From an optimization exercise on the open Yosys and OpenROAD flow, aimed at small area; shortcuts taken in it are not production practice. In this exercise RTL edits were held to simulation tests only and were not proved equivalent to the original. Power and IR drop assume default switching activity.

Setup of v6:
==> module lcd_i2c_top, before the edit <==
module lcd_i2c_top(
    input           clk,                     
    input           rst_n,                   
    input  [6:0]    i2c_addr,                
    input  [127:0]  row1,                    
    input  [127:0]  row2,                    
    input           sda_in,                  
    output          scl,                     
    output          sda_low                  
);
    reg  [6:0]  pre;
    wire        tick = (pre == 7'd113);
    always @(posedge clk, negedge rst_n) begin
        if (!rst_n)
            pre <= 7'd48;
        else
            pre <= {pre[5:0], pre[6] ^ pre[5] ^ tick};
    end
    reg  [3:0]  c;
    reg  [4:0]  r;
    reg  [2:0]  y;                           
    reg  [1:0]  s;                           
    reg  [3:0]  j;                           
    reg         scl_r, sl;
    assign scl     = scl_r;
    assign sda_low = sl;
    wire        A     = y[2];
    wire [2:0]  kb    = r[3:1];              
    wire        cend  = (c == 4'd15);
    wire        fin_b = (y == 3'b011);       
    wire        done  = (s == 2'd0) && (j == 4'd0);
    wire        hold  = (r == 5'd17 && c == 4'd3 && sda_in) || (done && r == 5'd22);
    wire        inc   = tick && !hold;
    wire        gend  = (!y[2] && !y[0]) ? (r == 5'd26 && c == 4'd5)
                                         : (r == 5'd21 && c == 4'd8 && !fin_b);
    wire [255:0] rows = {row1, row2};
    wire [255:0] rrev;
    genvar g;
    generate
        for (g = 0; g < 256; g = g + 1) begin : rv
            assign rrev[g] = rows[255 - g];
        end
    endgenerate
    wire [7:0]  l1 = ~(8'd1 << {y[1], kb[1:0]});
    wire [7:0]  l2 = ~(8'd1 << j[2:0]);
    wire [3:0]  l3 = ~(4'd1 << {s[1], j[3]});
    wire [31:0] m1;
    wire [3:0]  m2;
    generate
        for (g = 0; g < 32; g = g + 1) begin : s1
            assign m1[g] = &(rrev[g*8 +: 8] | l1);
        end
        for (g = 0; g < 4; g = g + 1) begin : s2
            assign m2[g] = &(m1[g*8 +: 8] | l2);
        end
    endgenerate
    wire        rbit = &(m2 | l3);
    reg  [7:0]  cmd;
    always @(*) begin
        case (j[2:0])
            3'd2:    cmd = 8'h02;
            3'd3:    cmd = 8'h28;
            3'd4:    cmd = 8'h0C;
            3'd5:    cmd = 8'h06;
            3'd6:    cmd = 8'h01;
            default: cmd = {1'b1, s[1], 6'd0};
        endcase
    end
    wire [7:0]  cmdr = {cmd[0], cmd[1], cmd[2], cmd[3], cmd[4], cmd[5], cmd[6], cmd[7]};
    wire        cbit = cmdr[{y[1], kb[1:0]}];
    wire        dbit = s[0] ? rbit : cbit;
    reg         tail;
    always @(*) begin
        case (kb[1:0])
            2'd0:    tail = 1'b1;            
            2'd1:    tail = ~y[0];           
            2'd2:    tail = 1'b0;            
            default: tail = s[0];            
        endcase
    end
    wire [7:0]  abyte = {i2c_addr, 1'b0};
    wire        abit  = abyte[3'd7 - kb];
    wire        bit_o = A ? abit : (kb[2] ? tail : dbit);
    always @(posedge clk, negedge rst_n) begin
        if (!rst_n) begin
            c     <= 4'd10;
            r     <= 5'd27;
            y     <= 3'b100;
            s     <= 2'd0;
            j     <= 4'd10;
            scl_r <= 1'b1;
            sl    <= 1'b0;
        end else if (tick) begin
            if (!r[4])
                scl_r <= r[0];
            else if (r == 5'd16 || r == 5'd18 || r == 5'd30)
                scl_r <= 1'b0;
            else if ((r == 5'd17 && c != 4'd3) || (r == 5'd20 && fin_b))
                scl_r <= 1'b1;
            if (!r[4] && !r[0] && c == 4'd6)
                sl <= ~bit_o;                                
            else if (r == 5'd16)
                sl <= 1'b0;                                  
            else if (r == 5'd29)
                sl <= 1'b1;                                  
            else if (r == 5'd20 && c == 4'd6 && !fin_b)
                sl <= A | ~s[0];                             
            if (inc) begin
                if (gend) begin
                    c <= 4'd5;
                    r <= 5'd0;
                    y <= y[2] ? 3'b000 : y + 3'd1;
                end else if (cend) begin
                    r <= (r == 5'd30) ? 5'd0 : r + 5'd1;
                    if (r == 5'd16)
                        c <= 4'd3;
                    else if (r == 5'd21 && fin_b) begin
                        c <= 4'd12;
                        y <= 3'b100;
                        j <= (s == 2'd1 && j == 4'd15) ? j : j + 4'd1;
                        s <= (j == 4'd15) ? s + 2'd1 : s;
                    end else
                        c <= 4'd5;
                end else
                    c <= c + 4'd1;
            end
        end
    end
endmodule
export LEC_CHECK = 0
export CAP_MARGIN = 20
export CORE_MARGIN = 2
export CORE_UTILIZATION = 40
export SLEW_MARGIN = 20
create_clock -name core_clock -period 10.0 [get_ports {clk}]
standard.sh (not shown) runs the stock make flow with config.mk's settings and CLKGATE_MAP_FILE= SYNTH_SCRIPT=/design/flow/synth_recipe.tcl, a recipe that flattens the netlist after the stock synthesis.
==> flow/flow/run.sh <==
#!/bin/bash
# Layout flow: the standard ORFS flow (standard.sh) with two changes.
#  - Synthesis maps the logic with an area-oriented ABC script (flow/abc.script, used in
#    place of ORFS's abc_speed.script in a private copy of ORFS's scripts folder) and
#    without ORFS's adder extraction (ADDER_MAP_FILE empty). Registers are mapped exactly
#    as in the standard synthesis (same names and cells).
#  - Every input and output port is buffered with sky130_fd_sc_hd__buf_1.
# make's output goes to flow_make.log here; each ORFS step also logs to orfs/logs/.
set -euo pipefail
W=$(pwd)
rm -rf "$W/orfs_scripts"
cp -r "$FLOW_HOME/scripts" "$W/orfs_scripts"
cp "$W/flow/abc.script" "$W/orfs_scripts/abc_speed.script"
bash standard.sh "SCRIPTS_DIR=$W/orfs_scripts" "ADDER_MAP_FILE=" \
    'BUFFER_PORTS_ARGS=-buffer_cell sky130_fd_sc_hd__buf_1' finish > flow_make.log 2>&1
==> flow/flow/abc.script <==
strash
&get -n
&dch -f
&nf -R 1000
&put
v6 went all the way through synthesis, placement and routing and the layout is clean on timing, DRC and antenna.
The following lists how v7 was set up differently from v6:
--- a/flow/design.v
+++ b/flow/design.v
@@ -39,11 +39,11 @@
     generate
         for (g = 0; g < 256; g = g + 1) begin : rv
             assign rrev[g] = rows[255 - g];
         end
     endgenerate
-    wire [7:0]  l1 = ~(8'd1 << {y[1], kb[1:0]});
+    wire [7:0]  l1 = ~(8'd1 << {A ? kb[2] : y[1], kb[1:0]});
     wire [7:0]  l2 = ~(8'd1 << j[2:0]);
     wire [3:0]  l3 = ~(4'd1 << {s[1], j[3]});
     wire [31:0] m1;
     wire [3:0]  m2;
     generate
@@ -53,35 +53,35 @@
         for (g = 0; g < 4; g = g + 1) begin : s2
             assign m2[g] = &(m1[g*8 +: 8] | l2);
         end
     endgenerate
     wire        rbit = &(m2 | l3);
-    reg  [7:0]  cmd;
-    always @(*) begin
-        case (j[2:0])
-            3'd2:    cmd = 8'h02;
-            3'd3:    cmd = 8'h28;
-            3'd4:    cmd = 8'h0C;
-            3'd5:    cmd = 8'h06;
-            3'd6:    cmd = 8'h01;
-            default: cmd = {1'b1, s[1], 6'd0};
-        endcase
-    end
-    wire [7:0]  cmdr = {cmd[0], cmd[1], cmd[2], cmd[3], cmd[4], cmd[5], cmd[6], cmd[7]};
-    wire        cbit = cmdr[{y[1], kb[1:0]}];
+    function [7:0] rev8(input [7:0] v);
+        rev8 = {v[0], v[1], v[2], v[3], v[4], v[5], v[6], v[7]};
+    endfunction
+    wire [7:0]  cg;
+    assign cg[0] = 1'b0;
+    assign cg[1] = 1'b0;
+    assign cg[2] = &(rev8(8'h02) | l1);
+    assign cg[3] = &(rev8(8'h28) | l1);
+    assign cg[4] = &(rev8(8'h0C) | l1);
+    assign cg[5] = &(rev8(8'h06) | l1);
+    assign cg[6] = &(rev8(8'h01) | l1);
+    assign cg[7] = &(rev8({1'b1, s[1], 6'd0}) | l1);     
+    wire        cbit = &(cg | l2);
     wire        dbit = s[0] ? rbit : cbit;
     reg         tail;
     always @(*) begin
         case (kb[1:0])
             2'd0:    tail = 1'b1;            
             2'd1:    tail = ~y[0];           
             2'd2:    tail = 1'b0;            
             default: tail = s[0];            
         endcase
     end
-    wire [7:0]  abyte = {i2c_addr, 1'b0};
-    wire        abit  = abyte[3'd7 - kb];
+    wire [7:0]  arev  = {1'b0, i2c_addr[0], i2c_addr[1], i2c_addr[2], i2c_addr[3], i2c_addr[4], i2c_addr[5], i2c_addr[6]};
+    wire        abit  = &(arev | l1);
     wire        bit_o = A ? abit : (kb[2] ? tail : dbit);
     always @(posedge clk, negedge rst_n) begin
         if (!rst_n) begin
             c     <= 4'd10;
             r     <= 5'd27;
Findings:
v6 -> v7: post-synthesis cell count decreased by a few percent. v7 vs. v6: share of the cycle needed by the critical path after routing moved down, number of tap instances has decreased. In v7 relative to v6, internal power consumption had gone down slightly. Diff v6..v7 | number of enable flip-flop cells after synthesis | unchanged. Worst reg-to-reg setup slack: v7 < v6. Diff v6..v7 | maximum clock skew at final layout | negligible. Cmp v6 and v7 / first-pass GRT wire length / lower: v6. v7 supports a higher top clock frequency than v6.

* * *

main:
RTL: one of the versions met above, not the one the previous note started from.
Size: roughly 350 cells after synthesis, ~27 flip-flops, ~270 I/O pins, ~2700 um^2 of cells after synthesis.
==> module lcd_i2c_top, before the edit <==
module lcd_i2c_top(
    input           clk,                     
    input           rst_n,                   
    input  [6:0]    i2c_addr,                
    input  [127:0]  row1,                    
    input  [127:0]  row2,                    
    input           sda_in,                  
    output          scl,                     
    output          sda_low                  
);
    reg  [6:0]  pre;
    wire        tick = (pre == 7'd113);
    always @(posedge clk, negedge rst_n) begin
        if (!rst_n)
            pre <= 7'd48;
        else
            pre <= {pre[5:0], pre[6] ^ pre[5] ^ tick};
    end
    reg  [3:0]  c;
    reg  [4:0]  r;
    reg  [2:0]  y;                           
    reg  [1:0]  s;                           
    reg  [3:0]  j;                           
    reg         scl_r, sl;
    assign scl     = scl_r;
    assign sda_low = sl;
    wire        A     = y[2];
    wire [2:0]  kb    = r[3:1];              
    wire        cend  = (c == 4'd15);
    wire        fin_b = (y == 3'b011);       
    wire        done  = (s == 2'd0) && (j == 4'd0);
    wire        hold  = (r == 5'd17 && c == 4'd3 && sda_in) || (done && r == 5'd22);
    wire        inc   = tick && !hold;
    wire        gend  = (!y[2] && !y[0]) ? (r == 5'd26 && c == 4'd5)
                                         : (r == 5'd21 && c == 4'd8 && !fin_b);
    wire [255:0] rows = {row1, row2};
    wire [255:0] rrev;
    genvar g;
    generate
        for (g = 0; g < 256; g = g + 1) begin : rv
            assign rrev[g] = rows[255 - g];
        end
    endgenerate
    wire [7:0]  l1 = ~(8'd1 << {A ? kb[2] : y[1], kb[1:0]});
    wire [7:0]  l2 = ~(8'd1 << j[2:0]);
    wire [3:0]  l3 = ~(4'd1 << {s[1], j[3]});
    wire [31:0] m1;
    wire [3:0]  m2;
    generate
        for (g = 0; g < 32; g = g + 1) begin : s1
            assign m1[g] = &(rrev[g*8 +: 8] | l1);
        end
        for (g = 0; g < 4; g = g + 1) begin : s2
            assign m2[g] = &(m1[g*8 +: 8] | l2);
        end
    endgenerate
    wire        rbit = &(m2 | l3);
    function [7:0] rev8(input [7:0] v);
        rev8 = {v[0], v[1], v[2], v[3], v[4], v[5], v[6], v[7]};
    endfunction
    wire [7:0]  cg;
    assign cg[0] = 1'b0;
    assign cg[1] = 1'b0;
    assign cg[2] = &(rev8(8'h02) | l1);
    assign cg[3] = &(rev8(8'h28) | l1);
    assign cg[4] = &(rev8(8'h0C) | l1);
    assign cg[5] = &(rev8(8'h06) | l1);
    assign cg[6] = &(rev8(8'h01) | l1);
    assign cg[7] = &(rev8({1'b1, s[1], 6'd0}) | l1);     
    wire        cbit = &(cg | l2);
    wire        dbit = s[0] ? rbit : cbit;
    reg         tail;
    always @(*) begin
        case (kb[1:0])
            2'd0:    tail = 1'b1;            
            2'd1:    tail = ~y[0];           
            2'd2:    tail = 1'b0;            
            default: tail = s[0];            
        endcase
    end
    wire [7:0]  arev  = {1'b0, i2c_addr[0], i2c_addr[1], i2c_addr[2], i2c_addr[3], i2c_addr[4], i2c_addr[5], i2c_addr[6]};
    wire        abit  = &(arev | l1);
    wire        bit_o = A ? abit : (kb[2] ? tail : dbit);
    always @(posedge clk, negedge rst_n) begin
        if (!rst_n) begin
            c     <= 4'd10;
            r     <= 5'd27;
            y     <= 3'b100;
            s     <= 2'd0;
            j     <= 4'd10;
            scl_r <= 1'b1;
            sl    <= 1'b0;
        end else if (tick) begin
            if (!r[4])
                scl_r <= r[0];
            else if (r == 5'd16 || r == 5'd18 || r == 5'd30)
                scl_r <= 1'b0;
            else if ((r == 5'd17 && c != 4'd3) || (r == 5'd20 && fin_b))
                scl_r <= 1'b1;
            if (!r[4] && !r[0] && c == 4'd6)
                sl <= ~bit_o;                                
            else if (r == 5'd16)
                sl <= 1'b0;                                  
            else if (r == 5'd29)
                sl <= 1'b1;                                  
            else if (r == 5'd20 && c == 4'd6 && !fin_b)
                sl <= A | ~s[0];                             
            if (inc) begin
                if (gend) begin
                    c <= 4'd5;
                    r <= 5'd0;
                    y <= y[2] ? 3'b000 : y + 3'd1;
                end else if (cend) begin
                    r <= (r == 5'd30) ? 5'd0 : r + 5'd1;
                    if (r == 5'd16)
                        c <= 4'd3;
                    else if (r == 5'd21 && fin_b) begin
                        c <= 4'd12;
                        y <= 3'b100;
                        j <= (s == 2'd1 && j == 4'd15) ? j : j + 4'd1;
                        s <= (j == 4'd15) ? s + 2'd1 : s;
                    end else
                        c <= 4'd5;
                end else
                    c <= c + 4'd1;
            end
        end
    end
endmodule
export LEC_CHECK = 0
export CAP_MARGIN = 20
export CORE_MARGIN = 2
export CORE_UTILIZATION = 40
export GPL_TIMING_DRIVEN = 0
export SLEW_MARGIN = 20
create_clock -name core_clock -period 10.0 [get_ports {clk}]
Scripts as last shown in full above: flow/flow/run.sh, flow/flow/abc.script
Input changes introduced in the feature branch (baseline for comparison: main):
==> flow/design.v <==
module lcd_i2c_top(
    input           clk,                     
    input           rst_n,                   
    input  [6:0]    i2c_addr,                
    input  [127:0]  row1,                    
    input  [127:0]  row2,                    
    input           sda_in,                  
    output          scl,                     
    output          sda_low                  
);
    reg  [6:0]  pre;
    wire        tick = (pre == 7'd113);
    always @(posedge clk, negedge rst_n) begin
        if (!rst_n)
            pre <= 7'd48;
        else
            pre <= {pre[5:0], pre[6] ^ pre[5] ^ tick};
    end
    reg  [3:0]  c;
    reg  [4:0]  r;
    reg  [2:0]  y;                           
    reg  [1:0]  s;                           
    reg  [3:0]  j;                           
    reg         scl_r, sl;
    assign scl     = scl_r;
    assign sda_low = sl;
    wire        A     = y[2];
    wire [2:0]  kb    = r[3:1];              
    wire        cend  = (c == 4'd15);
    wire        fin_b = y[1] & y[0];         
    wire        done  = (s == 2'd0) && (j == 4'd0);
    wire        c3    = !c[3] && !c[2];      
    wire        c6    = !c[3] && c[1] && !c[0];  
    wire        r30   = &r[4:1];             
    wire        hold  = (r == 5'd17 && c3 && sda_in) || (done && r == 5'd22);
    wire        inc   = tick && !hold;
    wire        gend  = (!y[2] && !y[0]) ? (r == 5'd26 && !c[3] && !c[1])
                                         : (r == 5'd21 && c == 4'd8 && !fin_b);
    wire [255:0] rows = {row1, row2};
    wire [255:0] rrev;
    genvar g;
    generate
        for (g = 0; g < 256; g = g + 1) begin : rv
            assign rrev[g] = rows[255 - g];
        end
    endgenerate
    wire [7:0]  l1 = ~(8'd1 << {A ? kb[2] : y[1], kb[1:0]});
    wire [7:0]  l2 = ~(8'd1 << j[2:0]);
    wire [3:0]  l3 = ~(4'd1 << {s[1], j[3]});
    wire [31:0] m1;
    wire [3:0]  m2;
    generate
        for (g = 0; g < 32; g = g + 1) begin : s1
            assign m1[g] = &(rrev[g*8 +: 8] | l1);
        end
        for (g = 0; g < 4; g = g + 1) begin : s2
            assign m2[g] = &(m1[g*8 +: 8] | l2);
        end
    endgenerate
    wire        rbit = &(m2 | l3);
    function [7:0] rev8(input [7:0] v);
        rev8 = {v[0], v[1], v[2], v[3], v[4], v[5], v[6], v[7]};
    endfunction
    wire [7:0]  cg;
    assign cg[0] = 1'b0;
    assign cg[1] = 1'b0;
    assign cg[2] = &(rev8(8'h02) | l1);
    assign cg[3] = &(rev8(8'h28) | l1);
    assign cg[4] = &(rev8(8'h0C) | l1);
    assign cg[5] = &(rev8(8'h06) | l1);
    assign cg[6] = &(rev8(8'h01) | l1);
    assign cg[7] = &(rev8({1'b1, s[1], 6'd0}) | l1);     
    wire        cbit = &(cg | l2);
    wire        dbit = s[0] ? rbit : cbit;
    reg         tail;
    always @(*) begin
        case (kb[1:0])
            2'd0:    tail = 1'b1;            
            2'd1:    tail = ~y[0];           
            2'd2:    tail = 1'b0;            
            default: tail = s[0];            
        endcase
    end
    wire [7:0]  arev  = {1'b0, i2c_addr[0], i2c_addr[1], i2c_addr[2], i2c_addr[3], i2c_addr[4], i2c_addr[5], i2c_addr[6]};
    wire        abit  = &(arev | l1);
    wire        bit_o = A ? abit : (kb[2] ? tail : dbit);
    always @(posedge clk, negedge rst_n) begin
        if (!rst_n) begin
            c     <= 4'd10;
            r     <= 5'd27;
            y     <= 3'b100;
            s     <= 2'd0;
            j     <= 4'd10;
            scl_r <= 1'b1;
            sl    <= 1'b0;
        end else if (tick) begin
            if (!r[4])
                scl_r <= r[0];
            else if (r == 5'd16 || r == 5'd18 || r30)
                scl_r <= 1'b0;
            else if ((r == 5'd17 && !c3) || (r == 5'd20 && fin_b))
                scl_r <= 1'b1;
            if (!r[4] && !r[0] && c6)
                sl <= ~bit_o;                                
            else if (r == 5'd16)
                sl <= 1'b0;                                  
            else if (&{r[4:2], r[0]})                    
                sl <= 1'b1;                                  
            else if (r == 5'd20 && c6 && !fin_b)
                sl <= A | ~s[0];                             
            if (inc) begin
                if (gend) begin
                    c <= 4'd5;
                    r <= 5'd0;
                    y <= y[2] ? 3'b000 : y + 3'd1;
                end else if (cend) begin
                    r <= r30 ? 5'd0 : r + 5'd1;
                    if (r == 5'd16)
                        c <= 4'd3;
                    else if (r == 5'd21 && fin_b) begin
                        c <= 4'd12;
                        y <= 3'b100;
                        j <= (s == 2'd1 && j == 4'd15) ? j : j + 4'd1;
                        s <= (j == 4'd15) ? s + 2'd1 : s;
                    end else
                        c <= 4'd5;
                end else
                    c <= c + 4'd1;
            end
        end
    end
endmodule
==> results.txt <==
Status: non-filler instance count after layout parity (the feature branch, main). main and the feature branch ended up with roughly the same final instance area. Relative to main, the worst setup slack of the feature branch is higher by 0.22 ns. Diff main -> the feature branch: fraction of synthesized cell area in xor and xnor cells was more or less identical; met3 track utilization from global routing went up by 1.7 points; peak clock frequency supported by timing went up by 15 MHz. Taking main as the reference, in the feature branch leakage power total decreased by about 0.54% relative to the old numbers, wire length went up by 77 um, final routed wire length divided by cell count now sits higher. [compare] base=main new=the feature branch: die area ~0 delta; layout overhead on the synthesized area flat; number of clock sinks seen by CTS essentially unchanged; share of cells above drive strength 1 held.

## static timing again, ports no longer ideal
How much do the figures lean on ideal ports? The routed layouts below were timed once more, with nothing changed but the port constraints.
Step 1 assumes that a clkbuf_16 drives the clock port and a buf_2 every other input.
Step 2 adds t to the input delays and takes it off the output delays; t is the mean of the earliest and latest rising clock arrival at the registers after step 1. Input paths then give back, and output paths get back, about the clock's delay inside the block.
Three values: no drivers, after step 1, after step 2; two values: the first two.
run | t (ns) | setup WS [ns] | hold slack, ns | worst setup path after step 2 | pins driven straight from the clock port
v6 | 0.307 | 6.056 / 6.057 / 5.750 | 0.374 / 0.374 / 0.374 | input to register | 1
v7 | 0.310 | 6.090 / 6.090 / 5.789 | 0.374 / 0.374 / 0.374 | input to register | 1
main | 0.300 | 5.993 / 5.969 / 5.669 | 0.371 / 0.371 / 0.371 | input to register | 1
the feature branch | 0.298 | 6.214 / 6.216 / 5.918 | 0.378 / 0.378 / 0.378 | input to register | 1
After both steps setup and hold are still met in every run listed. For main, which loses most, drivers alone change the setup slack by -0.024 ns; drivers and shift together by -0.324 ns.
